Background: an optimization exercise with open tools, aiming at small area and a short achievable clock period. Do not read the settings as production practice.
No functional check of the RTL was part of any run shown here.

## design/flow/run.sh

```bash
#!/bin/bash
# synth_recipe.tcl (not shown) runs the flow's synth.tcl, then flattens the netlist and writes it again
# the make line also repeats each setting of config.mk as NAME=value (left out here)
make -C /OpenROAD-flow-scripts/flow DESIGN_CONFIG=/design/flow/config.mk WORK_HOME=/design/flow/orfs CLKGATE_MAP_FILE= SYNTH_SCRIPT=/design/flow/synth_recipe.tcl finish
```

## design/flow/config.mk

```make
export PLATFORM = sky130hd
export DESIGN_NAME = plastic_neuron
export DESIGN_NICKNAME = plastic_neuron
export VERILOG_FILES = /design/flow/design.v
export SDC_FILE = /design/flow/constraint.sdc
export NUM_CORES = 4
export LEC_CHECK = 0
export CAP_MARGIN = 20
export CORE_MARGIN = 2
export CORE_UTILIZATION = 40
export SLEW_MARGIN = 20
```

## design/flow/constraint.sdc

```tcl
create_clock -name core_clock -period 7.0 [get_ports {clk}]
set_input_delay 1.4000 -clock core_clock [delete_from_list [all_inputs] [get_ports {clk}]]
set_output_delay 1.4000 -clock core_clock [all_outputs]
set_load 0.01 [all_outputs]
```

## design/flow/design.v

```verilog
module plastic_neuron (
    input wire clk,
    input wire rst,
    input wire [15:0] input_signal,
    input wire [15:0] feedback_error,
    input wire enable_learning,
    output wire [31:0] output_signal
);
  reg [15:0] weight;
  wire learn = enable_learning & (|input_signal) & (|feedback_error);
  always @(posedge clk or posedge rst) begin
    if (rst) weight <= 16'd1000;
    else if (learn) weight <= weight + 16'd10;
  end
  wire pp1;
  wire pp2;
  wire pp3;
  wire pp4;
  wire pp5;
  wire pp6;
  wire pp7;
  wire pp8;
  wire pp9;
  wire pp10;
  wire pp11;
  wire pp12;
  wire pp13;
  wire pp14;
  wire pp15;
  wire pp16;
  wire pp17;
  wire pp18;
  wire pp19;
  wire pp20;
  wire pp21;
  wire pp22;
  wire pp23;
  wire pp24;
  wire pp25;
  wire pp26;
  wire pp27;
  wire pp28;
  wire pp29;
  wire pp30;
  wire pp31;
  wire pp32;
  wire pp33;
  wire pp34;
  wire pp35;
  wire pp36;
  wire pp37;
  wire pp38;
  wire pp39;
  wire pp40;
  wire pp41;
  wire pp42;
  wire pp43;
  wire pp44;
  wire pp45;
  wire pp46;
  wire pp47;
  wire pp48;
  wire pp49;
  wire pp50;
  wire pp51;
  wire pp52;
  wire pp53;
  wire pp54;
  wire pp55;
  wire pp56;
  wire pp57;
  wire pp58;
  wire pp59;
  wire pp60;
  wire pp61;
  wire pp62;
  wire pp63;
  wire pp64;
  wire pp65;
  wire pp66;
  wire pp67;
  wire pp68;
  wire pp69;
  wire pp70;
  wire pp71;
  wire pp72;
  wire pp73;
  wire pp74;
  wire pp75;
  wire pp76;
  wire pp77;
  wire pp78;
  wire pp79;
  wire pp80;
  wire pp81;
  wire pp82;
  wire pp83;
  wire pp84;
  wire pp85;
  wire pp86;
  wire pp87;
  wire pp88;
  wire pp89;
  wire pp90;
  wire pp91;
  wire pp92;
  wire pp93;
  wire pp94;
  wire pp95;
  wire pp96;
  wire pp97;
  wire pp98;
  wire pp99;
  wire pp100;
  wire pp101;
  wire pp102;
  wire pp103;
  wire pp104;
  wire pp105;
  wire pp106;
  wire pp107;
  wire pp108;
  wire pp109;
  wire pp110;
  wire pp111;
  wire pp112;
  wire pp113;
  wire pp114;
  wire pp115;
  wire pp116;
  wire pp117;
  wire pp118;
  wire pp119;
  wire pp120;
  wire pp121;
  wire pp122;
  wire pp123;
  wire pp124;
  wire pp125;
  wire pp126;
  wire pp127;
  wire pp128;
  wire pp129;
  wire pp130;
  wire pp131;
  wire pp132;
  wire pp133;
  wire pp134;
  wire pp135;
  wire pp136;
  wire nb137;
  wire nb138;
  wire nb139;
  wire nb140;
  wire nb141;
  wire nb142;
  wire nb143;
  wire nb144;
  wire s145;
  wire c146;
  wire s147;
  wire c148;
  wire s149;
  wire c150;
  wire s151;
  wire c152;
  wire s153;
  wire c154;
  wire s155;
  wire c156;
  wire s157;
  wire c158;
  wire s159;
  wire c160;
  wire s161;
  wire c162;
  wire s163;
  wire c164;
  wire s165;
  wire c166;
  wire s167;
  wire c168;
  wire s169;
  wire c170;
  wire s171;
  wire c172;
  wire s173;
  wire c174;
  wire s175;
  wire c176;
  wire s177;
  wire c178;
  wire s179;
  wire c180;
  wire s181;
  wire c182;
  wire s183;
  wire c184;
  wire s185;
  wire c186;
  wire s187;
  wire c188;
  wire s189;
  wire c190;
  wire s191;
  wire c192;
  wire s193;
  wire c194;
  wire s195;
  wire c196;
  wire s197;
  wire c198;
  wire s199;
  wire c200;
  wire s201;
  wire c202;
  wire s203;
  wire c204;
  wire s205;
  wire c206;
  wire s207;
  wire c208;
  wire s209;
  wire c210;
  wire s211;
  wire c212;
  wire s213;
  wire c214;
  wire s215;
  wire c216;
  wire s217;
  wire c218;
  wire s219;
  wire c220;
  wire s221;
  wire c222;
  wire s223;
  wire c224;
  wire s225;
  wire c226;
  wire s227;
  wire c228;
  wire s229;
  wire c230;
  wire s231;
  wire c232;
  wire s233;
  wire c234;
  wire s235;
  wire c236;
  wire s237;
  wire c238;
  wire s239;
  wire c240;
  wire s241;
  wire c242;
  wire s243;
  wire c244;
  wire s245;
  wire c246;
  wire s247;
  wire c248;
  wire s249;
  wire c250;
  wire s251;
  wire c252;
  wire s253;
  wire c254;
  wire s255;
  wire c256;
  wire s257;
  wire c258;
  wire s259;
  wire c260;
  wire s261;
  wire c262;
  wire s263;
  wire c264;
  wire s265;
  wire c266;
  wire s267;
  wire c268;
  wire s269;
  wire c270;
  wire s271;
  wire c272;
  wire s273;
  wire c274;
  wire s275;
  wire c276;
  wire s277;
  wire c278;
  wire s279;
  wire c280;
  wire s281;
  wire c282;
  wire s283;
  wire c284;
  wire s285;
  wire c286;
  wire s287;
  wire c288;
  wire s289;
  wire c290;
  wire s291;
  wire c292;
  wire s293;
  wire c294;
  wire s295;
  wire c296;
  wire s297;
  wire c298;
  wire s299;
  wire c300;
  wire s301;
  wire c302;
  wire s303;
  wire c304;
  wire s305;
  wire c306;
  wire s307;
  wire c308;
  wire s309;
  wire c310;
  wire s311;
  wire c312;
  wire s313;
  wire c314;
  wire s315;
  wire c316;
  wire s317;
  wire c318;
  wire s319;
  wire c320;
  wire s321;
  wire c322;
  wire s323;
  wire c324;
  wire s325;
  wire c326;
  wire s327;
  wire c328;
  wire s329;
  wire c330;
  wire s331;
  wire c332;
  wire s333;
  wire c334;
  wire s335;
  wire c336;
  wire s337;
  wire c338;
  wire s339;
  wire c340;
  wire s341;
  wire c342;
  wire s343;
  wire c344;
  wire s345;
  wire c346;
  wire s347;
  wire c348;
  wire s349;
  wire c350;
  wire s351;
  wire c352;
  wire s353;
  wire c354;
  wire s355;
  wire c356;
  wire s357;
  wire c358;
  wire s359;
  wire c360;
  wire s361;
  wire c362;
  wire s363;
  wire c364;
  wire s365;
  wire c366;
  wire s367;
  wire c368;
  wire s369;
  wire c370;
  wire s371;
  wire c372;
  wire s373;
  wire c374;
  wire s375;
  wire c376;
  wire s377;
  wire c378;
  wire s379;
  wire c380;
  wire s381;
  wire c382;
  wire one0 = weight[0] ^ 1'b0;
  wire two0 = (weight[1] & ~weight[0] & ~1'b0) | (~weight[1] & weight[0] & 1'b0);
  wire neg0 = weight[1];
  assign pp1 = ((input_signal[0] & one0) ^ neg0);
  assign pp2 = (((input_signal[1] & one0) | (input_signal[0] & two0)) ^ neg0);
  assign pp3 = (((input_signal[2] & one0) | (input_signal[1] & two0)) ^ neg0);
  assign pp4 = (((input_signal[3] & one0) | (input_signal[2] & two0)) ^ neg0);
  assign pp5 = (((input_signal[4] & one0) | (input_signal[3] & two0)) ^ neg0);
  assign pp6 = (((input_signal[5] & one0) | (input_signal[4] & two0)) ^ neg0);
  assign pp7 = (((input_signal[6] & one0) | (input_signal[5] & two0)) ^ neg0);
  assign pp8 = (((input_signal[7] & one0) | (input_signal[6] & two0)) ^ neg0);
  assign pp9 = (((input_signal[8] & one0) | (input_signal[7] & two0)) ^ neg0);
  assign pp10 = (((input_signal[9] & one0) | (input_signal[8] & two0)) ^ neg0);
  assign pp11 = (((input_signal[10] & one0) | (input_signal[9] & two0)) ^ neg0);
  assign pp12 = (((input_signal[11] & one0) | (input_signal[10] & two0)) ^ neg0);
  assign pp13 = (((input_signal[12] & one0) | (input_signal[11] & two0)) ^ neg0);
  assign pp14 = (((input_signal[13] & one0) | (input_signal[12] & two0)) ^ neg0);
  assign pp15 = (((input_signal[14] & one0) | (input_signal[13] & two0)) ^ neg0);
  assign pp16 = (((input_signal[15] & one0) | (input_signal[14] & two0)) ^ neg0);
  assign pp17 = ~((input_signal[15] & (one0 | two0)) ^ neg0);
  wire one1 = weight[2] ^ weight[1];
  wire two1 = (weight[3] & ~weight[2] & ~weight[1]) | (~weight[3] & weight[2] & weight[1]);
  wire neg1 = weight[3];
  assign pp18 = ((input_signal[0] & one1) ^ neg1);
  assign pp19 = (((input_signal[1] & one1) | (input_signal[0] & two1)) ^ neg1);
  assign pp20 = (((input_signal[2] & one1) | (input_signal[1] & two1)) ^ neg1);
  assign pp21 = (((input_signal[3] & one1) | (input_signal[2] & two1)) ^ neg1);
  assign pp22 = (((input_signal[4] & one1) | (input_signal[3] & two1)) ^ neg1);
  assign pp23 = (((input_signal[5] & one1) | (input_signal[4] & two1)) ^ neg1);
  assign pp24 = (((input_signal[6] & one1) | (input_signal[5] & two1)) ^ neg1);
  assign pp25 = (((input_signal[7] & one1) | (input_signal[6] & two1)) ^ neg1);
  assign pp26 = (((input_signal[8] & one1) | (input_signal[7] & two1)) ^ neg1);
  assign pp27 = (((input_signal[9] & one1) | (input_signal[8] & two1)) ^ neg1);
  assign pp28 = (((input_signal[10] & one1) | (input_signal[9] & two1)) ^ neg1);
  assign pp29 = (((input_signal[11] & one1) | (input_signal[10] & two1)) ^ neg1);
  assign pp30 = (((input_signal[12] & one1) | (input_signal[11] & two1)) ^ neg1);
  assign pp31 = (((input_signal[13] & one1) | (input_signal[12] & two1)) ^ neg1);
  assign pp32 = (((input_signal[14] & one1) | (input_signal[13] & two1)) ^ neg1);
  assign pp33 = (((input_signal[15] & one1) | (input_signal[14] & two1)) ^ neg1);
  assign pp34 = ~((input_signal[15] & (one1 | two1)) ^ neg1);
  wire one2 = weight[4] ^ weight[3];
  wire two2 = (weight[5] & ~weight[4] & ~weight[3]) | (~weight[5] & weight[4] & weight[3]);
  wire neg2 = weight[5];
  assign pp35 = ((input_signal[0] & one2) ^ neg2);
  assign pp36 = (((input_signal[1] & one2) | (input_signal[0] & two2)) ^ neg2);
  assign pp37 = (((input_signal[2] & one2) | (input_signal[1] & two2)) ^ neg2);
  assign pp38 = (((input_signal[3] & one2) | (input_signal[2] & two2)) ^ neg2);
  assign pp39 = (((input_signal[4] & one2) | (input_signal[3] & two2)) ^ neg2);
  assign pp40 = (((input_signal[5] & one2) | (input_signal[4] & two2)) ^ neg2);
  assign pp41 = (((input_signal[6] & one2) | (input_signal[5] & two2)) ^ neg2);
  assign pp42 = (((input_signal[7] & one2) | (input_signal[6] & two2)) ^ neg2);
  assign pp43 = (((input_signal[8] & one2) | (input_signal[7] & two2)) ^ neg2);
  assign pp44 = (((input_signal[9] & one2) | (input_signal[8] & two2)) ^ neg2);
  assign pp45 = (((input_signal[10] & one2) | (input_signal[9] & two2)) ^ neg2);
  assign pp46 = (((input_signal[11] & one2) | (input_signal[10] & two2)) ^ neg2);
  assign pp47 = (((input_signal[12] & one2) | (input_signal[11] & two2)) ^ neg2);
  assign pp48 = (((input_signal[13] & one2) | (input_signal[12] & two2)) ^ neg2);
  assign pp49 = (((input_signal[14] & one2) | (input_signal[13] & two2)) ^ neg2);
  assign pp50 = (((input_signal[15] & one2) | (input_signal[14] & two2)) ^ neg2);
  assign pp51 = ~((input_signal[15] & (one2 | two2)) ^ neg2);
  wire one3 = weight[6] ^ weight[5];
  wire two3 = (weight[7] & ~weight[6] & ~weight[5]) | (~weight[7] & weight[6] & weight[5]);
  wire neg3 = weight[7];
  assign pp52 = ((input_signal[0] & one3) ^ neg3);
  assign pp53 = (((input_signal[1] & one3) | (input_signal[0] & two3)) ^ neg3);
  assign pp54 = (((input_signal[2] & one3) | (input_signal[1] & two3)) ^ neg3);
  assign pp55 = (((input_signal[3] & one3) | (input_signal[2] & two3)) ^ neg3);
  assign pp56 = (((input_signal[4] & one3) | (input_signal[3] & two3)) ^ neg3);
  assign pp57 = (((input_signal[5] & one3) | (input_signal[4] & two3)) ^ neg3);
  assign pp58 = (((input_signal[6] & one3) | (input_signal[5] & two3)) ^ neg3);
  assign pp59 = (((input_signal[7] & one3) | (input_signal[6] & two3)) ^ neg3);
  assign pp60 = (((input_signal[8] & one3) | (input_signal[7] & two3)) ^ neg3);
  assign pp61 = (((input_signal[9] & one3) | (input_signal[8] & two3)) ^ neg3);
  assign pp62 = (((input_signal[10] & one3) | (input_signal[9] & two3)) ^ neg3);
  assign pp63 = (((input_signal[11] & one3) | (input_signal[10] & two3)) ^ neg3);
  assign pp64 = (((input_signal[12] & one3) | (input_signal[11] & two3)) ^ neg3);
  assign pp65 = (((input_signal[13] & one3) | (input_signal[12] & two3)) ^ neg3);
  assign pp66 = (((input_signal[14] & one3) | (input_signal[13] & two3)) ^ neg3);
  assign pp67 = (((input_signal[15] & one3) | (input_signal[14] & two3)) ^ neg3);
  assign pp68 = ~((input_signal[15] & (one3 | two3)) ^ neg3);
  wire one4 = weight[8] ^ weight[7];
  wire two4 = (weight[9] & ~weight[8] & ~weight[7]) | (~weight[9] & weight[8] & weight[7]);
  wire neg4 = weight[9];
  assign pp69 = ((input_signal[0] & one4) ^ neg4);
  assign pp70 = (((input_signal[1] & one4) | (input_signal[0] & two4)) ^ neg4);
  assign pp71 = (((input_signal[2] & one4) | (input_signal[1] & two4)) ^ neg4);
  assign pp72 = (((input_signal[3] & one4) | (input_signal[2] & two4)) ^ neg4);
  assign pp73 = (((input_signal[4] & one4) | (input_signal[3] & two4)) ^ neg4);
  assign pp74 = (((input_signal[5] & one4) | (input_signal[4] & two4)) ^ neg4);
  assign pp75 = (((input_signal[6] & one4) | (input_signal[5] & two4)) ^ neg4);
  assign pp76 = (((input_signal[7] & one4) | (input_signal[6] & two4)) ^ neg4);
  assign pp77 = (((input_signal[8] & one4) | (input_signal[7] & two4)) ^ neg4);
  assign pp78 = (((input_signal[9] & one4) | (input_signal[8] & two4)) ^ neg4);
  assign pp79 = (((input_signal[10] & one4) | (input_signal[9] & two4)) ^ neg4);
  assign pp80 = (((input_signal[11] & one4) | (input_signal[10] & two4)) ^ neg4);
  assign pp81 = (((input_signal[12] & one4) | (input_signal[11] & two4)) ^ neg4);
  assign pp82 = (((input_signal[13] & one4) | (input_signal[12] & two4)) ^ neg4);
  assign pp83 = (((input_signal[14] & one4) | (input_signal[13] & two4)) ^ neg4);
  assign pp84 = (((input_signal[15] & one4) | (input_signal[14] & two4)) ^ neg4);
  assign pp85 = ~((input_signal[15] & (one4 | two4)) ^ neg4);
  wire one5 = weight[10] ^ weight[9];
  wire two5 = (weight[11] & ~weight[10] & ~weight[9]) | (~weight[11] & weight[10] & weight[9]);
  wire neg5 = weight[11];
  assign pp86 = ((input_signal[0] & one5) ^ neg5);
  assign pp87 = (((input_signal[1] & one5) | (input_signal[0] & two5)) ^ neg5);
  assign pp88 = (((input_signal[2] & one5) | (input_signal[1] & two5)) ^ neg5);
  assign pp89 = (((input_signal[3] & one5) | (input_signal[2] & two5)) ^ neg5);
  assign pp90 = (((input_signal[4] & one5) | (input_signal[3] & two5)) ^ neg5);
  assign pp91 = (((input_signal[5] & one5) | (input_signal[4] & two5)) ^ neg5);
  assign pp92 = (((input_signal[6] & one5) | (input_signal[5] & two5)) ^ neg5);
  assign pp93 = (((input_signal[7] & one5) | (input_signal[6] & two5)) ^ neg5);
  assign pp94 = (((input_signal[8] & one5) | (input_signal[7] & two5)) ^ neg5);
  assign pp95 = (((input_signal[9] & one5) | (input_signal[8] & two5)) ^ neg5);
  assign pp96 = (((input_signal[10] & one5) | (input_signal[9] & two5)) ^ neg5);
  assign pp97 = (((input_signal[11] & one5) | (input_signal[10] & two5)) ^ neg5);
  assign pp98 = (((input_signal[12] & one5) | (input_signal[11] & two5)) ^ neg5);
  assign pp99 = (((input_signal[13] & one5) | (input_signal[12] & two5)) ^ neg5);
  assign pp100 = (((input_signal[14] & one5) | (input_signal[13] & two5)) ^ neg5);
  assign pp101 = (((input_signal[15] & one5) | (input_signal[14] & two5)) ^ neg5);
  assign pp102 = ~((input_signal[15] & (one5 | two5)) ^ neg5);
  wire one6 = weight[12] ^ weight[11];
  wire two6 = (weight[13] & ~weight[12] & ~weight[11]) | (~weight[13] & weight[12] & weight[11]);
  wire neg6 = weight[13];
  assign pp103 = ((input_signal[0] & one6) ^ neg6);
  assign pp104 = (((input_signal[1] & one6) | (input_signal[0] & two6)) ^ neg6);
  assign pp105 = (((input_signal[2] & one6) | (input_signal[1] & two6)) ^ neg6);
  assign pp106 = (((input_signal[3] & one6) | (input_signal[2] & two6)) ^ neg6);
  assign pp107 = (((input_signal[4] & one6) | (input_signal[3] & two6)) ^ neg6);
  assign pp108 = (((input_signal[5] & one6) | (input_signal[4] & two6)) ^ neg6);
  assign pp109 = (((input_signal[6] & one6) | (input_signal[5] & two6)) ^ neg6);
  assign pp110 = (((input_signal[7] & one6) | (input_signal[6] & two6)) ^ neg6);
  assign pp111 = (((input_signal[8] & one6) | (input_signal[7] & two6)) ^ neg6);
  assign pp112 = (((input_signal[9] & one6) | (input_signal[8] & two6)) ^ neg6);
  assign pp113 = (((input_signal[10] & one6) | (input_signal[9] & two6)) ^ neg6);
  assign pp114 = (((input_signal[11] & one6) | (input_signal[10] & two6)) ^ neg6);
  assign pp115 = (((input_signal[12] & one6) | (input_signal[11] & two6)) ^ neg6);
  assign pp116 = (((input_signal[13] & one6) | (input_signal[12] & two6)) ^ neg6);
  assign pp117 = (((input_signal[14] & one6) | (input_signal[13] & two6)) ^ neg6);
  assign pp118 = (((input_signal[15] & one6) | (input_signal[14] & two6)) ^ neg6);
  assign pp119 = ~((input_signal[15] & (one6 | two6)) ^ neg6);
  wire one7 = weight[14] ^ weight[13];
  wire two7 = (weight[15] & ~weight[14] & ~weight[13]) | (~weight[15] & weight[14] & weight[13]);
  wire neg7 = weight[15];
  assign pp120 = ((input_signal[0] & one7) ^ neg7);
  assign pp121 = (((input_signal[1] & one7) | (input_signal[0] & two7)) ^ neg7);
  assign pp122 = (((input_signal[2] & one7) | (input_signal[1] & two7)) ^ neg7);
  assign pp123 = (((input_signal[3] & one7) | (input_signal[2] & two7)) ^ neg7);
  assign pp124 = (((input_signal[4] & one7) | (input_signal[3] & two7)) ^ neg7);
  assign pp125 = (((input_signal[5] & one7) | (input_signal[4] & two7)) ^ neg7);
  assign pp126 = (((input_signal[6] & one7) | (input_signal[5] & two7)) ^ neg7);
  assign pp127 = (((input_signal[7] & one7) | (input_signal[6] & two7)) ^ neg7);
  assign pp128 = (((input_signal[8] & one7) | (input_signal[7] & two7)) ^ neg7);
  assign pp129 = (((input_signal[9] & one7) | (input_signal[8] & two7)) ^ neg7);
  assign pp130 = (((input_signal[10] & one7) | (input_signal[9] & two7)) ^ neg7);
  assign pp131 = (((input_signal[11] & one7) | (input_signal[10] & two7)) ^ neg7);
  assign pp132 = (((input_signal[12] & one7) | (input_signal[11] & two7)) ^ neg7);
  assign pp133 = (((input_signal[13] & one7) | (input_signal[12] & two7)) ^ neg7);
  assign pp134 = (((input_signal[14] & one7) | (input_signal[13] & two7)) ^ neg7);
  assign pp135 = (((input_signal[15] & one7) | (input_signal[14] & two7)) ^ neg7);
  assign pp136 = ~((input_signal[15] & (one7 | two7)) ^ neg7);
  assign nb137 = ~pp17;
  assign nb138 = ~pp33;
  assign nb139 = ~pp50;
  assign nb140 = ~pp67;
  assign nb141 = ~pp84;
  assign nb142 = ~pp101;
  assign nb143 = ~pp118;
  assign nb144 = ~pp135;
  assign s145 = neg5 ^ pp11;
  assign c146 = neg5 & pp11;
  assign s147 = pp12 ^ pp27;
  assign c148 = pp12 & pp27;
  assign s149 = neg6 ^ pp13 ^ pp28;
  assign c150 = (neg6 & pp13) | (neg6 & pp28) | (pp13 & pp28);
  assign s151 = pp43 ^ pp58;
  assign c152 = pp43 & pp58;
  assign s153 = pp14 ^ pp29 ^ pp44;
  assign c154 = (pp14 & pp29) | (pp14 & pp44) | (pp29 & pp44);
  assign s155 = pp59 ^ pp74;
  assign c156 = pp59 & pp74;
  assign s157 = neg7 ^ pp15 ^ pp30;
  assign c158 = (neg7 & pp15) | (neg7 & pp30) | (pp15 & pp30);
  assign s159 = pp45 ^ pp60 ^ pp75;
  assign c160 = (pp45 & pp60) | (pp45 & pp75) | (pp60 & pp75);
  assign s161 = pp90 ^ pp105;
  assign c162 = pp90 & pp105;
  assign s163 = pp16 ^ pp31 ^ pp46;
  assign c164 = (pp16 & pp31) | (pp16 & pp46) | (pp31 & pp46);
  assign s165 = pp61 ^ pp76 ^ pp91;
  assign c166 = (pp61 & pp76) | (pp61 & pp91) | (pp76 & pp91);
  assign s167 = pp106 ^ pp121;
  assign c168 = pp106 & pp121;
  assign s169 = pp32 ^ pp47 ^ pp62;
  assign c170 = (pp32 & pp47) | (pp32 & pp62) | (pp47 & pp62);
  assign s171 = pp77 ^ pp92 ^ pp107;
  assign c172 = (pp77 & pp92) | (pp77 & pp107) | (pp92 & pp107);
  assign s173 = pp122 ^ nb137;
  assign c174 = pp122 & nb137;
  assign s175 = pp48 ^ pp63 ^ pp78;
  assign c176 = (pp48 & pp63) | (pp48 & pp78) | (pp63 & pp78);
  assign s177 = pp93 ^ pp108 ^ pp123;
  assign c178 = (pp93 & pp108) | (pp93 & pp123) | (pp108 & pp123);
  assign s179 = pp17 ^ nb138;
  assign c180 = pp17 & nb138;
  assign s181 = pp34 ^ pp49 ^ pp64;
  assign c182 = (pp34 & pp49) | (pp34 & pp64) | (pp49 & pp64);
  assign s183 = pp79 ^ pp94 ^ pp109;
  assign c184 = (pp79 & pp94) | (pp79 & pp109) | (pp94 & pp109);
  assign s185 = pp124 ^ pp33;
  assign c186 = pp124 & pp33;
  assign s187 = pp65 ^ pp80 ^ pp95;
  assign c188 = (pp65 & pp80) | (pp65 & pp95) | (pp80 & pp95);
  assign s189 = pp110 ^ pp125;
  assign c190 = pp110 & pp125;
  assign s191 = pp51 ^ pp66 ^ pp81;
  assign c192 = (pp51 & pp66) | (pp51 & pp81) | (pp66 & pp81);
  assign s193 = pp96 ^ pp111;
  assign c194 = pp96 & pp111;
  assign s195 = pp82 ^ pp97;
  assign c196 = pp82 & pp97;
  assign s197 = pp68 ^ pp83;
  assign c198 = pp68 & pp83;
  assign s199 = neg3 ^ pp7;
  assign c200 = neg3 & pp7;
  assign s201 = pp8 ^ pp23;
  assign c202 = pp8 & pp23;
  assign s203 = neg4 ^ pp9 ^ pp24;
  assign c204 = (neg4 & pp9) | (neg4 & pp24) | (pp9 & pp24);
  assign s205 = pp39 ^ pp54;
  assign c206 = pp39 & pp54;
  assign s207 = pp10 ^ pp25 ^ pp40;
  assign c208 = (pp10 & pp25) | (pp10 & pp40) | (pp25 & pp40);
  assign s209 = pp55 ^ pp70;
  assign c210 = pp55 & pp70;
  assign s211 = pp26 ^ pp41 ^ pp56;
  assign c212 = (pp26 & pp41) | (pp26 & pp56) | (pp41 & pp56);
  assign s213 = pp71 ^ pp86 ^ s145;
  assign c214 = (pp71 & pp86) | (pp71 & s145) | (pp86 & s145);
  assign s215 = pp42 ^ pp57 ^ pp72;
  assign c216 = (pp42 & pp57) | (pp42 & pp72) | (pp57 & pp72);
  assign s217 = pp87 ^ c146 ^ s147;
  assign c218 = (pp87 & c146) | (pp87 & s147) | (c146 & s147);
  assign s219 = pp73 ^ pp88 ^ pp103;
  assign c220 = (pp73 & pp88) | (pp73 & pp103) | (pp88 & pp103);
  assign s221 = c148 ^ s151 ^ s149;
  assign c222 = (c148 & s151) | (c148 & s149) | (s151 & s149);
  assign s223 = pp89 ^ pp104 ^ c152;
  assign c224 = (pp89 & pp104) | (pp89 & c152) | (pp104 & c152);
  assign s225 = s155 ^ c150 ^ s153;
  assign c226 = (s155 & c150) | (s155 & s153) | (c150 & s153);
  assign s227 = pp120 ^ c156 ^ s161;
  assign c228 = (pp120 & c156) | (pp120 & s161) | (c156 & s161);
  assign s229 = c154 ^ s157 ^ s159;
  assign c230 = (c154 & s157) | (c154 & s159) | (s157 & s159);
  assign s231 = c162 ^ s167 ^ c158;
  assign c232 = (c162 & s167) | (c162 & c158) | (s167 & c158);
  assign s233 = c160 ^ s163 ^ s165;
  assign c234 = (c160 & s163) | (c160 & s165) | (s163 & s165);
  assign s235 = c168 ^ c164 ^ c166;
  assign c236 = (c168 & c164) | (c168 & c166) | (c164 & c166);
  assign s237 = s173 ^ s169 ^ s171;
  assign c238 = (s173 & s169) | (s173 & s171) | (s169 & s171);
  assign s239 = c174 ^ c170 ^ c172;
  assign c240 = (c174 & c170) | (c174 & c172) | (c170 & c172);
  assign s241 = s179 ^ s175 ^ s177;
  assign c242 = (s179 & s175) | (s179 & s177) | (s175 & s177);
  assign s243 = c180 ^ s185 ^ c176;
  assign c244 = (c180 & s185) | (c180 & c176) | (s185 & c176);
  assign s245 = c178 ^ s181 ^ s183;
  assign c246 = (c178 & s181) | (c178 & s183) | (s181 & s183);
  assign s247 = nb139 ^ c186 ^ s189;
  assign c248 = (nb139 & c186) | (nb139 & s189) | (c186 & s189);
  assign s249 = c182 ^ c184 ^ s187;
  assign c250 = (c182 & c184) | (c182 & s187) | (c184 & s187);
  assign s251 = pp126 ^ pp50 ^ c190;
  assign c252 = (pp126 & pp50) | (pp126 & c190) | (pp50 & c190);
  assign s253 = s193 ^ c188 ^ s191;
  assign c254 = (s193 & c188) | (s193 & s191) | (c188 & s191);
  assign s255 = pp112 ^ pp127 ^ nb140;
  assign c256 = (pp112 & pp127) | (pp112 & nb140) | (pp127 & nb140);
  assign s257 = c194 ^ s195 ^ c192;
  assign c258 = (c194 & s195) | (c194 & c192) | (s195 & c192);
  assign s259 = pp98 ^ pp113 ^ pp128;
  assign c260 = (pp98 & pp113) | (pp98 & pp128) | (pp113 & pp128);
  assign s261 = pp67 ^ c196 ^ s197;
  assign c262 = (pp67 & c196) | (pp67 & s197) | (c196 & s197);
  assign s263 = pp99 ^ pp114 ^ pp129;
  assign c264 = (pp99 & pp114) | (pp99 & pp129) | (pp114 & pp129);
  assign s265 = nb141 ^ c198;
  assign c266 = nb141 & c198;
  assign s267 = pp85 ^ pp100 ^ pp115;
  assign c268 = (pp85 & pp100) | (pp85 & pp115) | (pp100 & pp115);
  assign s269 = pp130 ^ pp84;
  assign c270 = pp130 & pp84;
  assign s271 = pp116 ^ pp131;
  assign c272 = pp116 & pp131;
  assign s273 = pp102 ^ pp117;
  assign c274 = pp102 & pp117;
  assign s275 = neg2 ^ pp5;
  assign c276 = neg2 & pp5;
  assign s277 = pp6 ^ pp21;
  assign c278 = pp6 & pp21;
  assign s279 = pp22 ^ pp37 ^ pp52;
  assign c280 = (pp22 & pp37) | (pp22 & pp52) | (pp37 & pp52);
  assign s281 = pp38 ^ pp53 ^ c200;
  assign c282 = (pp38 & pp53) | (pp38 & c200) | (pp53 & c200);
  assign s283 = pp69 ^ c202 ^ s205;
  assign c284 = (pp69 & c202) | (pp69 & s205) | (c202 & s205);
  assign s285 = c206 ^ s209 ^ c204;
  assign c286 = (c206 & s209) | (c206 & c204) | (s209 & c204);
  assign s287 = c210 ^ c208 ^ s211;
  assign c288 = (c210 & c208) | (c210 & s211) | (c208 & s211);
  assign s289 = c212 ^ s215 ^ c214;
  assign c290 = (c212 & s215) | (c212 & c214) | (s215 & c214);
  assign s291 = c216 ^ s219 ^ c218;
  assign c292 = (c216 & s219) | (c216 & c218) | (s219 & c218);
  assign s293 = c220 ^ s223 ^ c222;
  assign c294 = (c220 & s223) | (c220 & c222) | (s223 & c222);
  assign s295 = c224 ^ s227 ^ c226;
  assign c296 = (c224 & s227) | (c224 & c226) | (s227 & c226);
  assign s297 = c228 ^ c230 ^ s231;
  assign c298 = (c228 & c230) | (c228 & s231) | (c230 & s231);
  assign s299 = c232 ^ c234 ^ s235;
  assign c300 = (c232 & c234) | (c232 & s235) | (c234 & s235);
  assign s301 = c236 ^ c238 ^ s239;
  assign c302 = (c236 & c238) | (c236 & s239) | (c238 & s239);
  assign s303 = c240 ^ c242 ^ s243;
  assign c304 = (c240 & c242) | (c240 & s243) | (c242 & s243);
  assign s305 = c244 ^ s247 ^ c246;
  assign c306 = (c244 & s247) | (c244 & c246) | (s247 & c246);
  assign s307 = s251 ^ c248 ^ c250;
  assign c308 = (s251 & c248) | (s251 & c250) | (c248 & c250);
  assign s309 = s255 ^ c252 ^ c254;
  assign c310 = (s255 & c252) | (s255 & c254) | (c252 & c254);
  assign s311 = c256 ^ s259 ^ c258;
  assign c312 = (c256 & s259) | (c256 & c258) | (s259 & c258);
  assign s313 = c260 ^ s263 ^ s265;
  assign c314 = (c260 & s263) | (c260 & s265) | (s263 & s265);
  assign s315 = s269 ^ c264 ^ s267;
  assign c316 = (s269 & c264) | (s269 & s267) | (c264 & s267);
  assign s317 = nb142 ^ c270 ^ s271;
  assign c318 = (nb142 & c270) | (nb142 & s271) | (c270 & s271);
  assign s319 = pp132 ^ pp101 ^ c272;
  assign c320 = (pp132 & pp101) | (pp132 & c272) | (pp101 & c272);
  assign s321 = pp133 ^ nb143;
  assign c322 = pp133 & nb143;
  assign s323 = pp119 ^ pp134;
  assign c324 = pp119 & pp134;
  assign s325 = neg1 ^ pp3;
  assign c326 = neg1 & pp3;
  assign s327 = pp4 ^ pp19;
  assign c328 = pp4 & pp19;
  assign s329 = pp20 ^ pp35 ^ s275;
  assign c330 = (pp20 & pp35) | (pp20 & s275) | (pp35 & s275);
  assign s331 = pp36 ^ c276 ^ s277;
  assign c332 = (pp36 & c276) | (pp36 & s277) | (c276 & s277);
  assign s333 = c278 ^ s199 ^ s279;
  assign c334 = (c278 & s199) | (c278 & s279) | (s199 & s279);
  assign s335 = s201 ^ c280 ^ s281;
  assign c336 = (s201 & c280) | (s201 & s281) | (c280 & s281);
  assign s337 = s203 ^ c282 ^ s283;
  assign c338 = (s203 & c282) | (s203 & s283) | (c282 & s283);
  assign s339 = s207 ^ c284 ^ s285;
  assign c340 = (s207 & c284) | (s207 & s285) | (c284 & s285);
  assign s341 = c286 ^ s213 ^ s287;
  assign c342 = (c286 & s213) | (c286 & s287) | (s213 & s287);
  assign s343 = s217 ^ c288 ^ s289;
  assign c344 = (s217 & c288) | (s217 & s289) | (c288 & s289);
  assign s345 = s221 ^ c290 ^ s291;
  assign c346 = (s221 & c290) | (s221 & s291) | (c290 & s291);
  assign s347 = s225 ^ c292 ^ s293;
  assign c348 = (s225 & c292) | (s225 & s293) | (c292 & s293);
  assign s349 = s229 ^ c294 ^ s295;
  assign c350 = (s229 & c294) | (s229 & s295) | (c294 & s295);
  assign s351 = s233 ^ c296 ^ s297;
  assign c352 = (s233 & c296) | (s233 & s297) | (c296 & s297);
  assign s353 = s237 ^ c298 ^ s299;
  assign c354 = (s237 & c298) | (s237 & s299) | (c298 & s299);
  assign s355 = s241 ^ c300 ^ s301;
  assign c356 = (s241 & c300) | (s241 & s301) | (c300 & s301);
  assign s357 = s245 ^ c302 ^ s303;
  assign c358 = (s245 & c302) | (s245 & s303) | (c302 & s303);
  assign s359 = s249 ^ c304 ^ s305;
  assign c360 = (s249 & c304) | (s249 & s305) | (c304 & s305);
  assign s361 = s253 ^ c306 ^ s307;
  assign c362 = (s253 & c306) | (s253 & s307) | (c306 & s307);
  assign s363 = s257 ^ c308 ^ s309;
  assign c364 = (s257 & c308) | (s257 & s309) | (c308 & s309);
  assign s365 = s261 ^ s311 ^ c310;
  assign c366 = (s261 & s311) | (s261 & c310) | (s311 & c310);
  assign s367 = c262 ^ s313 ^ c312;
  assign c368 = (c262 & s313) | (c262 & c312) | (s313 & c312);
  assign s369 = c266 ^ s315 ^ c314;
  assign c370 = (c266 & s315) | (c266 & c314) | (s315 & c314);
  assign s371 = c268 ^ s317 ^ c316;
  assign c372 = (c268 & s317) | (c268 & c316) | (s317 & c316);
  assign s373 = s273 ^ s319 ^ c318;
  assign c374 = (s273 & s319) | (s273 & c318) | (s319 & c318);
  assign s375 = c274 ^ s321 ^ c320;
  assign c376 = (c274 & s321) | (c274 & c320) | (s321 & c320);
  assign s377 = pp118 ^ c322 ^ s323;
  assign c378 = (pp118 & c322) | (pp118 & s323) | (c322 & s323);
  assign s379 = nb144 ^ c324;
  assign c380 = nb144 & c324;
  assign s381 = pp136 ^ pp135;
  assign c382 = pp136 & pp135;
  wire [31:0] pa = {c382, c380, c378, c376, c374, c372, c370, c368, c366, c364, c362, c360, c358, c356, c354, c352, c350, c348, c346, c344, c342, c340, c338, c336, c334, c332, c330, c328, c326, s325, pp2, neg0};
  wire [31:0] pb = {1'b1, s381, s379, s377, s375, s373, s371, s369, s367, s365, s363, s361, s359, s357, s355, s353, s351, s349, s347, s345, s343, s341, s339, s337, s335, s333, s331, s329, s327, pp18, 1'b0, pp1};
  wire [31:0] prod = pa + pb;
  reg [31:0] prod_q;
  always @(posedge clk or posedge rst) begin
    if (rst) prod_q <= 32'd0;
    else prod_q <= prod;
  end
  assign output_signal = prod_q;
endmodule
```

==> results of run 1 <==
cell type report:
type	instances	area (µm²)	share of cell area (%)
clock inverters	2	13.8	0.155
repair buffers	99	906	10.2
multi-input cells	614	5960	67.1
flip-flops and latches	46	1160	13.0
inverters	104	392	4.41
clock buffers	6	129	1.45
well taps	260	325	3.66
layout by cell type (no fill, tap or decap), drive strengths merged, types with 4 or more instances in the layout:
cell type	netlist	routed
a21o	9	9
a21oi	18	18
a22o	6	6
a22oi	99	99
and3	4	4
buf	11	34
clkbuf	57	6
clkdlybuf4s50	0	65
clkinv	1	4
dfrtp	40	40
dfstp	6	6
fa	89	89
ha	67	67
inv	103	102
nand2	28	28
nand2b	9	9
nand3	10	10
nand4	6	6
nor2	21	21
nor2b	13	13
nor3	8	8
nor4	8	8
o211ai	6	6
o21a	4	4
o21ai	24	24
xnor2	107	107
xor2	49	49
metal layers:
layer | share of wire, % | global-route usage, % | up-vias
met4 | 2.9 | 7.33 | 0
met2 | 47 | 32.9 | 222
met1 | 45 | 27.7 | 2944
met5 | 0 | 0 | -
met3 | 5.5 | 2.73 | 34
li1 | - | - | 2866
registers in the layout, indices dropped and copies added (netlist names):
signal,flops
weight,15
prod_q,31
worst reg2reg max path: stages (launching register included):
cell and delay, ns:
dfstp_2 0.80, nand2b_1 0.10, o21ai_1 0.80, buf_4 0.29, a22oi_1 0.09, xnor2_1 0.27, ha_1 0.23, fa_1 0.46
fa_1 0.54, fa_1 0.42, ha_1 0.36, nand2_1 0.12, o21a_1 0.22, nor2_1 0.30, o31a_1 0.24, o41ai_4 0.14
o21ai_2 0.29, a31oi_1 0.18, o311ai_1 0.27
cell families (layout without fill, tap and decap cells):
kind of cell,Yosys count,in the layout,share of synthesized area (%)
multiplexers,2,2,0.274
AND/OR/NAND/NOR,116,116,7.71
buffers and inverters,172,211,8.41
flip-flops,46,46,14.9
AO/OA/AOI/OAI,183,183,17.3
adder cells (fa/ha/maj),156,156,33.7
other,1,1,0.0483
XOR/XNOR,156,156,17.6
path summary, 6_finish.rpt:
check                      slack, ns    endpoint  cells past startpoint       startpoint
max                             0.69  prod_q[26]                     16  input_signal[8]
min                             0.53  weight[14]                      1       weight[14]
max reg2reg                     0.77  prod_q[26]                     18        weight[9]
min reg2reg                     0.53  weight[14]                      1       weight[14]
max in group asynchronous       4.92  weight[15]                      2              rst
min in group asynchronous       1.56  prod_q[21]                      2              rst
==> implementation parameters, run 1 <==
Parameter                              Value

Route
  Routed Wire Length ... approximately 20000 µm
  1st-pass router iterations ... 5
  Post-DR vias/cell ... ~5.4
  Number of DRC markers in iteration 0 ... between 400 and 500
  DRC viols ... 0
  Vias post-DR ... between 6k and 7k
  Post-route antenna net violation count ... 0
  Routed length per placed instance ... roughly 17 µm

Cells and area
  Synth-to-Final Area Change ... 14.3%
  Final cell count without fillers ... 1131
  Layout cells sized above 1 ... roughly 6.8%
  Final std cell area, no fill ... a little under 9000 µm²
  Number of antenna diodes ... 0
  Post-layout net count ... ~1.1k
  Number of fill cells in the layout ... roughly 1.8k
  Final core utilization ... between 40 and 50%

STA
  Setup-failing EPs final ... 0
  Worst clock skew ... about 0.012 ns
  Fin worst setup slack ... 0.691 ns
  Transition at the pin with the smallest max-transition slack ... a little over 1 ns
  Unrepaired setup endpoints after global routing ... no
  Total negative slack ... 0 ns
  Final Max Slew Viols ... 0
  Final hold violations ... 0
  Worst-case hold slack ... between 0.5 and 0.6 ns
  Post-route fraction of the period consumed by the critical path ... 90.1%
  FMAX ... ~160 MHz
  Clock period minus final worst setup slack ... roughly 6.3 ns
  Rel. slew slack ... 31.3%

Floorplanning
  Effective utilization at floorplan ... about two fifths
  DIE WIDTH ... 143 µm
  Number of rows in the core area ... 50
  Standard cell core area ... between 15000 and 20000 µm²
  Area of the die ... around 20000 µm²
  IO Pins ... 67
  Height of the chip ... approximately 140 µm

Clock tree
  Clock tree from TritonCTS ... done
  Clock slew seen by the registers of the worst setup and hold paths ... approximately 0.070 ns
  Cts bufs inserted ... 5
  Post-CTS setup-driven buffer insertion count ... 0
  Cell at the root of the clock tree ... clkbuf_16
  Post-cts gate resize count ... 0
  Worst-Skew Late Latency ... roughly 0.31 ns
  Sinks on the clock net ... 46
  H-tree depth ... 2
  Hold-fix buffers, CTS ... 0
  Clock buffer depth ... 2

Place
  Port bufs ... 65
  Post-detail-place hpwl ... between 15000 and 20000 µm
  Gp weighted congestion ... 0.900
  Area after DPL ... 8740 µm²
  Cell total after placement ... roughly 1.1k
  Worst setup slack after placement ... about 0.39 ns

Critical path
  WP buf/inv ... 2
  Crit-path max FO ... 11
  Required time at the worst-slack endpoint ... 7.20 ns
  CP startpoint kind ... input port
  Setup Crit Path Kind ... input port to flop
  Critical path endpoint category ... flop
  Worst path most repeated cell ... fa_1
  Cell class contributing the biggest share of worst-path delay ... adder cells
  Cell chain of the critical path ... clkdlybuf4s50_1, a22oi_1, xnor2_1, fa_1, inv_1, fa_1, fa_1, fa_1, ha_1, nand2_1, o21ai_0, o31a_1, o41ai_4, o21ai_2, a31oi_1, o311ai_1
  Arr. time, crit path ... about 6.5 ns
  Largest incremental delay on the critical path ... around 0.8 ns
  CP max stage cell ... clkdlybuf4s50_1

Yosys
  Seq/Total Area, Yosys ... 14.9%
  Dominant synthesized flop cell ... dfrtp_1
  Most frequent cells after synthesis ... 107 x xnor2_1, 102 x inv_1, 99 x a22oi_1
  Fraction of registers with async set or reset after synthesis ... 100%
  Ys Warns ... 1
  Number of flip-flops and latches in the synthesized netlist ... 46
  Count of flip-flops with a built-in enable after synthesis ... 0
  Biggest area contributors in the synthesized netlist ... fa_1 23%, dfrtp_1 13%, xnor2_1 12%, ha_1 11%, a22oi_1 9.6%
  Leading area contributor after synthesis ... fa_1
  Most common cell in the netlist ... xnor2_1
  Syn Area/Cell ... around 9.3 µm²
  Syn_nets ... 1023
  Synth top area share ... between 20% and 30%
  Distinct cell type count of the synthesized netlist ... 53
  Synthesized instance count ... 832
  Syn Std Cell Area ... about 7800 µm²

Global route
  Gr usage total ... a little over 20%
  Global route overflow ... 0
  Maximum number of pins on one net before global-route repair ... between 40 and 50
  Number of antenna violations at the first check in global routing ... 0
  Global-route wire length before repair ... between 30000 and 40000 µm
  Via count of the first global-routing pass ... between 6k and 7k

Worst hold path
  Hold crit path type ... flop to flop

Outcome
  Outcome ... complete, no violations

Flow run
  Max-cap check violation count ... 0
==> run 2, diff against run 1 <==
--- a/design/flow/design.v
+++ b/design/flow/design.v
@@ -803,10 +803,17 @@
   wire [31:0] pa = {c382, c380, c378, c376, c374, c372, c370, c368, c366, c364, c362, c360, c358, c356, c354, c352, c350, c348, c346, c344, c342, c340, c338, c336, c334, c332, c330, c328, c326, s325, pp2, neg0};
   wire [31:0] pb = {1'b1, s381, s379, s377, s375, s373, s371, s369, s367, s365, s363, s361, s359, s357, s355, s353, s351, s349, s347, s345, s343, s341, s339, s337, s335, s333, s331, s329, s327, pp18, 1'b0, pp1};
-  wire [31:0] prod = pa + pb;
-  reg [31:0] prod_q;
+  wire [6:0] lo_d = pa[5:0] + pb[5:0];
+  reg [6:0] lo_q;
+  reg [25:0] ha_q, hb_q;
   always @(posedge clk or posedge rst) begin
-    if (rst) prod_q <= 32'd0;
-    else prod_q <= prod;
+    if (rst) begin
+      ha_q <= 26'd0; hb_q <= 26'd0;
+      lo_q <= 7'd0;
+    end else begin
+      ha_q <= pa[31:6];
+      hb_q <= pb[31:6];
+      lo_q <= lo_d;
+    end
   end
-  assign output_signal = prod_q;
+  assign output_signal = {ha_q + hb_q + {25'd0, lo_q[6]}, lo_q[5:0]};
 endmodule
==> run 2 against run 1 <==
Against the previous run: global-route usage decreased by 1.2 points; clock-buffer cell count increased by 6; register-to-register slack improved by 1.7 ns; setup slack improved by 1.2 ns; critical endpoint is now output_signal[30].
==> implementation parameters, run 2 <==
Parameter                              Value

Yosys
  Number of flip-flops and latches in the synthesized netlist ... 73
  Ys Warns ... 1
  Count of flip-flops with a built-in enable after synthesis ... 0
  Seq/Total Area, Yosys ... 21.3%
  Syn Area/Cell ... approximately 9.6 µm²
  Leading area contributor after synthesis ... fa_1
  Dominant synthesized flop cell ... dfrtp_1
  Syn Std Cell Area ... 8620 µm²
  Fraction of registers with async set or reset after synthesis ... 100%
  Synthesized instance count ... around 900
  Biggest area contributors in the synthesized netlist ... fa_1 21%, dfrtp_1 19%, xnor2_1 12%, ha_1 9.6%, a22oi_1 8.7%
  Distinct cell type count of the synthesized netlist ... just over 50
  Synth top area share ... between 20% and 30%
  Syn_nets ... 1088
  Most frequent cells after synthesis ... 116 x inv_1, 116 x xnor2_1, 100 x a22oi_1

Clock tree
  H-tree depth ... 3
  Sinks on the clock net ... 73
  Clock slew seen by the registers of the worst setup and hold paths ... 0.06 ns
  Clock tree from TritonCTS ... done
  Hold-fix buffers, CTS ... 0
  Worst-Skew Late Latency ... about 0.35 ns
  Post-cts gate resize count ... 0
  Cts bufs inserted ... 9
  Cell at the root of the clock tree ... clkbuf_16
  Clock buffer depth ... 2
  Post-CTS setup-driven buffer insertion count ... 0

Worst hold path
  Hold Crit Start ... weight[6]
  Hold Path End ... weight[6]
  Hold depth ... 1
  Hold crit path type ... flop to flop

Global route
  Global-route wire length before repair ... 33500 µm
  Gr usage total ... a little under a fifth
  Number of antenna violations at the first check in global routing ... 0
  Via count of the first global-routing pass ... between 6k and 7k
  Global route overflow ... 0
  Maximum number of pins on one net before global-route repair ... 74

Critical path
  WP buf/inv ... 3
  R2R Path End ... hb_q[12]
  Setup Crit Path Kind ... flop to output port
  Logic depth of the worst register-to-register path ... 11
  Required time at the worst-slack endpoint ... around 5.6 ns
  Cell class contributing the biggest share of worst-path delay ... compound AO/OA/AOI/OAI gates
  Cell chain of the critical path ... inv_1, fa_1, inv_1, fa_1, a21oi_1, nor3b_1, o211ai_1, o21ai_2, a41oi_1, o21ai_1, xor2_1, clkdlybuf4s50_1
  CP max stage cell ... clkdlybuf4s50_1
  Register-to-register setup slack ... approximately 2.4 ns
  Largest incremental delay on the critical path ... roughly 0.55 ns
  Arr. time, crit path ... about 3.7 ns
  Critical path endpoint category ... output port
  CP startpoint kind ... flop
  Crit-path max FO ... 5
  Critical R2R Launch ... weight[13]

Route
  Vias post-DR ... 6314
  Routed length per placed instance ... 17.1 µm
  Number of DRC markers in iteration 0 ... roughly 400
  1st-pass router iterations ... 6
  Routed Wire Length ... between 20000 and 25000 µm
  Post-route antenna net violation count ... 0
  Post-DR vias/cell ... 5.33
  DRC viols ... 0

STA
  Worst clock skew ... roughly 0.0075 ns
  Final hold violations ... 0
  Clock period minus final worst setup slack ... about 5.1 ns
  Post-route fraction of the period consumed by the critical path ... around 72%
  Setup-failing EPs final ... 0
  Transition at the pin with the smallest max-transition slack ... between 0.9 and 1 ns
  Total negative slack ... 0 ns
  Unrepaired setup endpoints after global routing ... no
  FMAX ... 197 MHz
  Rel. slew slack ... a little over a third
  Fin worst setup slack ... about 1.9 ns
  Final Max Slew Viols ... 0

Place
  Gp weighted congestion ... just under 0.9
  Port bufs ... 65
  Worst setup slack after placement ... ~2.1 ns
  Post-detail-place hpwl ... roughly 15000 µm
  Area after DPL ... ~9400 µm²

Cells and area
  Most common cell after layout, fill and taps aside ... xnor2_1
  Number of fill cells in the layout ... between 2k and 2.5k
  Synth-to-Final Area Change ... 11.6%
  Final std cell area, no fill ... roughly 9600 µm²
  Highest-count cells in the layout ignoring fill and taps ... 116 x xnor2_1, 115 x inv_1, 100 x a22oi_1
  Number of antenna diodes ... 0
  Final core utilization ... 45.6%
  Layout cells sized above 1 ... 4.73%
  Top Registers ... ha_q x26, hb_q x26, weight x15
  Post-layout net count ... 1096

Outcome
  Outcome ... complete, no violations

Floorplanning
  DIE WIDTH ... around 150 µm
  IO Pins ... between 60 and 70
  Height of the chip ... about 150 µm
  Effective utilization at floorplan ... 40.9%
  Standard cell core area ... between 20000 and 25000 µm²
  Number of rows in the core area ... 53
  Area of the die ... about 23000 µm²

Flow run
  Max-cap check violation count ... 0
[run 2: through the flow]
stage	hold WS [ns]	cells
after floorplan	0.489	896
after CTS	0.517	1184
after detailed placement	0.507	1168
final	0.515	1184
after global routing	0.536	1184
after global placement	0.503	1168
[run 2: cells by family (layout without fill, tap and decap cells)]
kind of cell               Yosys count  count (layout)  share of synthesized area [%]
adders and majority gates          157             157                           30.7
AOI/OAI and AO/OA                  183             183                           15.1
muxes                                1               1                          0.131
other                                2               2                         0.0872
xor gates and xnor gates           160             160                           16.3
and+or+nand+nor                    123             123                           7.43
buffers and inverters              197             210                           8.94
DFF                                 73              73                           21.3
[run 2: worst max path at each step]
stage	slack [ns]	cells past startpoint	from	endpoint
floorplan	2.76	10	input_signal[14]	hb_q[11]
global placement	2.10	9	input_signal[10]	hb_q[9]
detailed placement	2.09	9	input_signal[10]	hb_q[9]
CTS	1.87	12	lo_q[6]	output_signal[30]
global route	1.68	12	lo_q[6]	output_signal[30]
finish	1.93	12	lo_q[6]	output_signal[30]
[run 2: layer usage]
metal  wire [µm]  share of wire [%]  track usage [%]
met2        9350                 46             30.3
met5           0                  0                0
met3        1160                5.7             2.74
met4         503                2.5             7.01
met1        9280                 46             26.7
[run 2: area by class of cell]
cell class,count,area [µm²],area share (%)
multi-input combinational,626,6010,62.5
sequential,73,1830,19.1
timing repair buffer,75,726,7.54
inverter,119,447,4.64
tap,275,344,3.58
clock buffer,12,236,2.46
clock inverter,4,20.0,0.208
==> run 3, diff against run 2 <==
--- a/design/flow/config.mk
+++ b/design/flow/config.mk
@@ -9,3 +9,4 @@
 export CORE_MARGIN = 2
 export CORE_UTILIZATION = 40
+export SETUP_SLACK_MARGIN = 2.5
 export SLEW_MARGIN = 20
==> run 3 against run 2 <==
Against the previous run: register-to-register slack better by 0.31 ns; worst hold slack worse by 0.0011 ns; area after synthesis unchanged; critical path type unchanged; die area is the same; non-clock buffer count rose by 9; clock-buffer cell count is the same; fmax up 15%; highest routed layer unchanged.
==> implementation parameters, run 3 <==
Parameter                              Value

Cells and area
  Area used by multi-input combinational logic ... ~6000 µm²
  FF/Latch Area ... around 1800 µm²
  Top Registers ... ha_q x26, hb_q x26, weight x15
  Post-layout net count ... 1105
  Number of fill cells in the layout ... a little over 2k
  Final core utilization ... between 40% and 50%
  Highest-count cells in the layout ignoring fill and taps ... 116 x xnor2_1, 113 x inv_1, 100 x a22oi_1
  Layout cells sized above 1 ... ~7.4%
  Synth-to-Final Area Change ... 13.1%
  Most common cell after layout, fill and taps aside ... xnor2_1
  Number of antenna diodes ... 0

Yosys
  Dominant synthesized flop cell ... dfrtp_1
  Seq/Total Area, Yosys ... a little over a fifth
  Number of flip-flops and latches in the synthesized netlist ... 73
  Synthesized instance count ... roughly 900
  Syn_nets ... approximately 1.1k
  Distinct cell type count of the synthesized netlist ... slightly above 50
  Synth top area share ... a little over a fifth
  Count of flip-flops with a built-in enable after synthesis ... 0
  Leading area contributor after synthesis ... fa_1
  Syn Std Cell Area ... between 8000 and 9000 µm²
  Most frequent cells after synthesis ... 116 x inv_1, 116 x xnor2_1, 100 x a22oi_1
  Fraction of registers with async set or reset after synthesis ... 100%
  Ys Warns ... 1
  Biggest area contributors in the synthesized netlist ... fa_1 21%, dfrtp_1 19%, xnor2_1 12%, ha_1 9.6%, a22oi_1 8.7%
  Syn Area/Cell ... 9.62 µm²

STA
  FMAX ... 227 MHz
  Rel. slew slack ... between 30% and 40%
  Fin worst setup slack ... between 2 and 3 ns
  Worst-case hold slack ... ~0.51 ns
  Worst clock skew ... 0.00779 ns
  Final hold violations ... 0
  Unrepaired setup endpoints after global routing ... yes
  Transition at the pin with the smallest max-transition slack ... 0.922 ns
  Setup-failing EPs final ... 0
  Total negative slack ... 0 ns
  Clock period minus final worst setup slack ... 4.40 ns
  Final Max Slew Viols ... 0
  Post-route fraction of the period consumed by the critical path ... 62.9%

Clock tree
  Clock tree from TritonCTS ... done
  Cts bufs inserted ... 9
  Clock buffer depth ... 2
  Sinks on the clock net ... 73
  Cell at the root of the clock tree ... clkbuf_16
  Worst-Skew Late Latency ... between 0.3 and 0.4 ns
  H-tree depth ... 3
  Clock slew seen by the registers of the worst setup and hold paths ... around 0.050 ns
  Hold-fix buffers, CTS ... 0

Floorplanning
  Standard cell core area ... between 20000 and 25000 µm²
  IO Pins ... between 60 and 70
  Height of the chip ... 151 µm
  DIE WIDTH ... ~150 µm
  Area of the die ... around 23000 µm²
  Effective utilization at floorplan ... between 40 and 50%
  Number of rows in the core area ... 53

Critical path
  CP startpoint kind ... flop
  Critical path endpoint category ... output port
  Crit-path max FO ... 3
  CP max stage cell ... a221o_2
  Cell chain of the critical path ... ha_1, nor2b_1, o31a_1, or2_1, a221o_2, buf_4, a31oi_4, o211ai_1, xor2_1, dlygate4sd2_1
  Largest incremental delay on the critical path ... approximately 0.45 ns
  Cell class contributing the biggest share of worst-path delay ... compound AO/OA/AOI/OAI gates
  WP buf/inv ... 2
  Required time at the worst-slack endpoint ... 5.60 ns
  Setup Crit Path Kind ... flop to output port
  Arr. time, crit path ... approximately 3 ns

Global route
  Number of antenna violations at the first check in global routing ... 0
  Most heavily used metal layer in global routing ... met2
  Met3 Track Usage GR ... under 10%
  Global-route wire length before repair ... ~34000 µm
  Global route overflow ... 0
  Via count of the first global-routing pass ... between 6k and 7k
  Routing usage on met1 ... ~27%
  Gr usage total ... 19.2%
  Maximum number of pins on one net before global-route repair ... 74
  Met2 Usage GRT ... between 30% and 40%

Place
  Port bufs ... 65
  Post-detail-place hpwl ... between 15000 and 20000 µm
  Worst setup slack after placement ... about 2.1 ns
  Gp weighted congestion ... 0.883

Flow run
  Max-cap check violation count ... 0

Route
  Post-route antenna net violation count ... 0
  Vias post-DR ... around 6.3k
  Number of DRC markers in iteration 0 ... roughly 350
  Routed length per placed instance ... 17.3 µm
  1st-pass router iterations ... 5
  DRC viols ... 0
  Post-DR vias/cell ... 5.31
  Routed Wire Length ... a little over 20000 µm

Worst hold path
  Hold crit path type ... flop to flop

Outcome
  Outcome ... complete, no violations
## run 3: cell counts after synthesis
No cell type changed its count.
## run 3: per-layer routing
metal  up-vias  share of wire [%]
li1       2983                  -
met4         0                2.5
met1      3117                 46
met3        40                5.1
met2       191                 46
met5         -                  0
## run 3: through the flow
step | area (µm²) | cells
2_1_floorplan | 8620 | 896
3_3_place_gp | 9360 | 1168
3_5_place_dp | 9360 | 1168
4_1_cts | 9700 | 1190
5_1_grt | 9750 | 1193
6_report | 9750 | 1193
## run 3: layout make-up
cell class,count,share of cell area (%)
Inverter,119,4.62
Timing Repair Buffer,84,8.16
Tap cell,275,3.53
Clock inverter,4,0.205
Multi-Input combinational cell,626,62.2
Clock buffer,12,2.43
Sequential cell,73,18.9
## run 3: cell families (layout without fill, tap and decap cells)
kind of cell               after synthesis  in the layout  synth area share, %
buffers and inverters                  197            219                 8.94
AOI/OAI and AO/OA                      183            183                 15.1
xor gates and xnor gates               160            160                 16.3
adders and majority gates              157            157                 30.7
and+or+nand+nor                        123            123                 7.43
DFF                                     73             73                 21.3
other                                    2              2               0.0872
muxes                                    1              1                0.131
## run 3: repair_timing
action / in CTS / in global routing
resized for setup: 26 / 34
setup buffers: 6 / 3
endpoints found under the setup margin: 20 / 25
pin swaps: 6 / 7
## run 3: path summary, 6_finish.rpt
path	start	to	slack (ns)	cells past startpoint
worst max register to register	weight[3]	hb_q[9]	2.74	11
min in group asynchronous	rst	hb_q[0]	1.67	3
worst min-delay path	weight[6]	weight[6]	0.51	1
worst max-delay path	hb_q[1]	output_signal[25]	2.60	10
max in group asynchronous	rst	weight[13]	4.70	3
worst min register to register	weight[6]	weight[6]	0.51	1
==> run 4, diff against run 3 <==
--- a/design/flow/config.mk
+++ b/design/flow/config.mk
@@ -6,4 +6,5 @@
 export NUM_CORES = 4
 export LEC_CHECK = 0
+export ABC_CLOCK_PERIOD_IN_PS = 2500
 export CAP_MARGIN = 20
 export CORE_MARGIN = 2
==> run 4 against run 3 <==
Against the previous run: flip-flop and latch count unchanged; still clean on timing, DRC and antenna; core utilization stayed put; via count stayed put; sequential share of layout area unchanged; critical path type unchanged; largest cell class unchanged.
==> implementation parameters, run 4 <==
Parameter                              Value

Critical path
  Crit-path max FO ... 3
  CP max stage cell ... a221o_2
  CP startpoint kind ... flop
  Crit. Startpoint ... hb_q[1]
  Critical path endpoint category ... output port
  Critical R2R Launch ... weight[3]
  Cell chain of the critical path ... ha_1, nor2b_1, o31a_1, or2_1, a221o_2, buf_4, a31oi_4, o211ai_1, xor2_1, dlygate4sd2_1
  Required time at the worst-slack endpoint ... ~5.6 ns
  Largest incremental delay on the critical path ... 0.45 ns
  Arr. time, crit path ... ~3.0 ns
  Setup Crit Path Kind ... flop to output port

Yosys
  Syn_nets ... ~1.1k
  Synth top area share ... between 20% and 30%
  Fraction of registers with async set or reset after synthesis ... between 90% and 100%
  Adder and majority gate portion of the synthesized area ... a little under a third
  XOR/XNOR share of the synthesized area ... roughly 16%
  Leading area contributor after synthesis ... fa_1
  Biggest area contributors in the synthesized netlist ... fa_1 21%, dfrtp_1 19%, xnor2_1 12%, ha_1 9.6%, a22oi_1 8.7%
  Fraction of the mapped netlist area in simple logic gates ... 7.43%
  Largest family of logic cells by synthesized area ... adder cells
  Ys Warns ... 1
  Number of flip-flops and latches in the synthesized netlist ... 73
  Share of synthesized area spent on multiplexers ... 0.131%
  Syn Area/Cell ... 9.62 µm²
  Count of flip-flops with a built-in enable after synthesis ... 0
  Dominant synthesized flop cell ... dfrtp_1
  Distinct cell type count of the synthesized netlist ... slightly above 50
  Syn Std Cell Area ... 8620 µm²
  Complex-gate fraction of the synthesized area ... between 15 and 20%
  Synthesized instance count ... around 900
  Seq/Total Area, Yosys ... a little over a fifth
  Most frequent cells after synthesis ... 116 x inv_1, 116 x xnor2_1, 100 x a22oi_1

Clock tree
  Sinks on the clock net ... 73
  Hold-fix buffers, CTS ... 0
  H-tree depth ... 3
  Clock tree from TritonCTS ... done
  Cell at the root of the clock tree ... clkbuf_16
  Clock slew seen by the registers of the worst setup and hold paths ... about 0.05 ns
  Clock buffer depth ... 2
  Worst-Skew Late Latency ... 0.35 ns
  Cts bufs inserted ... 9

STA
  Total negative slack ... 0 ns
  Final Max Slew Viols ... 0
  FMAX ... roughly 230 MHz
  Final hold violations ... 0
  Unrepaired setup endpoints after global routing ... yes
  Clock period minus final worst setup slack ... between 4 and 5 ns
  Worst clock skew ... between 0.007 and 0.008 ns
  Post-route fraction of the period consumed by the critical path ... a little over three fifths
  Rel. slew slack ... just under 40%
  Setup-failing EPs final ... 0
  Transition at the pin with the smallest max-transition slack ... 0.922 ns

Cells and area
  Most common cell after layout, fill and taps aside ... xnor2_1
  Synth-to-Final Area Change ... 13.1%
  Highest-count cells in the layout ignoring fill and taps ... 116 x xnor2_1, 113 x inv_1, 100 x a22oi_1
  Top Registers ... ha_q x26, hb_q x26, weight x15
  Layout cells sized above 1 ... 7.41%
  Post-layout net count ... 1105
  Number of antenna diodes ... 0
  Final cell count without fillers ... 1193

Route
  Number of DRC markers in iteration 0 ... around 350
  Post-route antenna net violation count ... 0
  Routed Wire Length ... 20600 µm
  Vias post-DR ... around 6.3k
  Post-DR vias/cell ... approximately 5.3
  DRC viols ... 0
  1st-pass router iterations ... 5
  Routed length per placed instance ... 17.3 µm

Global route
  Number of antenna violations at the first check in global routing ... 0
  Global-route wire length before repair ... 33700 µm
  Gr usage total ... a little under a fifth
  Maximum number of pins on one net before global-route repair ... 74
  Via count of the first global-routing pass ... about 6.5k
  Global route overflow ... 0

Floorplanning
  Effective utilization at floorplan ... about two fifths
  Number of rows in the core area ... between 50 and 60
  Standard cell core area ... approximately 21000 µm²
  Height of the chip ... roughly 150 µm
  IO Pins ... 67
  Area of the die ... 22700 µm²
  DIE WIDTH ... 151 µm

Worst hold path
  Hold Crit Start ... weight[6]
  Hold crit path type ... flop to flop

Place
  Cell total after placement ... about 1.2k
  Post-detail-place hpwl ... roughly 15000 µm
  Gp weighted congestion ... roughly 0.9
  Port bufs ... between 60 and 70

Flow run
  Max-cap check violation count ... 0

Outcome
  Outcome ... complete, no violations
[run 4: cell counts in the layout (fill, tap and decap cells not counted)]
Identical to the previous run, type by type.
[run 4: cell type report]
type	instances	area, µm²
multi-input cells	626	6060
well taps	275	344
clock inverters	4	20.0
fillers	2060	11300
clock buffers	12	236
inverters	119	450
repair buffers	84	796
flip-flops and latches	73	1840
[run 4: layer usage]
metal,routed length (µm),vias to the layer above,global-route usage [%]
li1,-,2983,-
met3,1050,40,2.74
met1,9500,3117,26.8
met2,9530,191,30.5
met4,511,0,7.01
met5,0,-,0
[run 4: worst paths after layout]
check,cells after the start,slack (ns),to
setup / recovery,10,2.60,output_signal[25]
hold / removal,1,0.51,weight[6]
setup reg to reg,11,2.74,hb_q[9]
hold reg to reg,1,0.51,weight[6]
max in group asynchronous,3,4.70,weight[13]
min in group asynchronous,3,1.67,hb_q[0]
[run 4: timing repair]
action                                 CTS  global route
setup endpoints to repair               20            25
gates resized for setup                 26            34
pin swaps                                6             7
buffers inserted                         6             3
endpoints found under the hold margin    0             0
[run 4: worst max-delay path: cells and delay by family (launching register included)]
kind / cells / cell delay [ns]
buf+inv: 2 / 0.46
xor+xnor: 1 / 0.15
flops: 1 / 0.39
compound gates: 4 / 1.00
fa+ha+maj: 1 / 0.27
simple gates: 2 / 0.39
[run 4: stage by stage]
stage / hold slack (ns) / utilization (%) / setup WS [ns] / cell area (µm²)
finish: 0.514 / 46.2 / 2.60 / 9750
detailed placement: 0.507 / 44.4 / 2.09 / 9360
floorplan: 0.489 / - / 2.76 / 8620
global route: 0.536 / 46.2 / 2.42 / 9750
global placement: 0.503 / 44.4 / 2.10 / 9360
CTS: 0.517 / 46.0 / 2.36 / 9700
[run 4: kinds of logic after synthesis]
kind of cell | after synthesis
adders and majority gates | 157
other | 2
buffers and inverters | 197
DFF | 73
muxes | 1
AOI/OAI and AO/OA | 183
and+or+nand+nor | 123
xor gates and xnor gates | 160

## static timing again, ports no longer ideal
In the flow no input, the clock included, has a driving cell. The finished layouts below were timed again as built, in two steps. Step 1 (the two cells are an assumption about what drives the block):
set clk [get_ports {clk}]
set_driving_cell -lib_cell sky130_fd_sc_hd__clkbuf_16 $clk
set_driving_cell -lib_cell sky130_fd_sc_hd__buf_2 [delete_from_list [all_inputs] $clk]
Step 2 also shifts input and output timing later by t, the mid clock arrival at the registers, as if the neighbouring blocks saw the same clock. Slacks: no drivers / after step 1 / after step 2; pairs: no drivers / after step 1.
| run | t (ns) | setup slack, ns | worst hold slack (ns) | latest minus earliest clock arrival (ns) | slew at the worst register clock pin (ns) |
|---|---|---|---|---|---|
| run 1 | 0.352 | 0.691 / 0.693 / 0.341 | 0.535 / 0.535 / 0.535 | 0.012 / 0.012 | 0.07 / 0.07 |
| run 2 | 0.388 | 1.930 / 1.887 / 2.059 | 0.515 / 0.515 / 0.515 | 0.008 / 0.008 | 0.06 / 0.06 |
| run 3 | 0.388 | 2.599 / 2.556 / 2.259 | 0.514 / 0.514 / 0.514 | 0.008 / 0.008 | 0.06 / 0.06 |
| run 4 | 0.388 | 2.599 / 2.556 / 2.259 | 0.514 / 0.514 / 0.514 | 0.008 / 0.008 | 0.06 / 0.06 |
After both steps setup and hold are still met in every run listed. For run 1, which loses most, drivers alone change the setup slack by +0.002 ns; drivers and shift together by -0.350 ns.
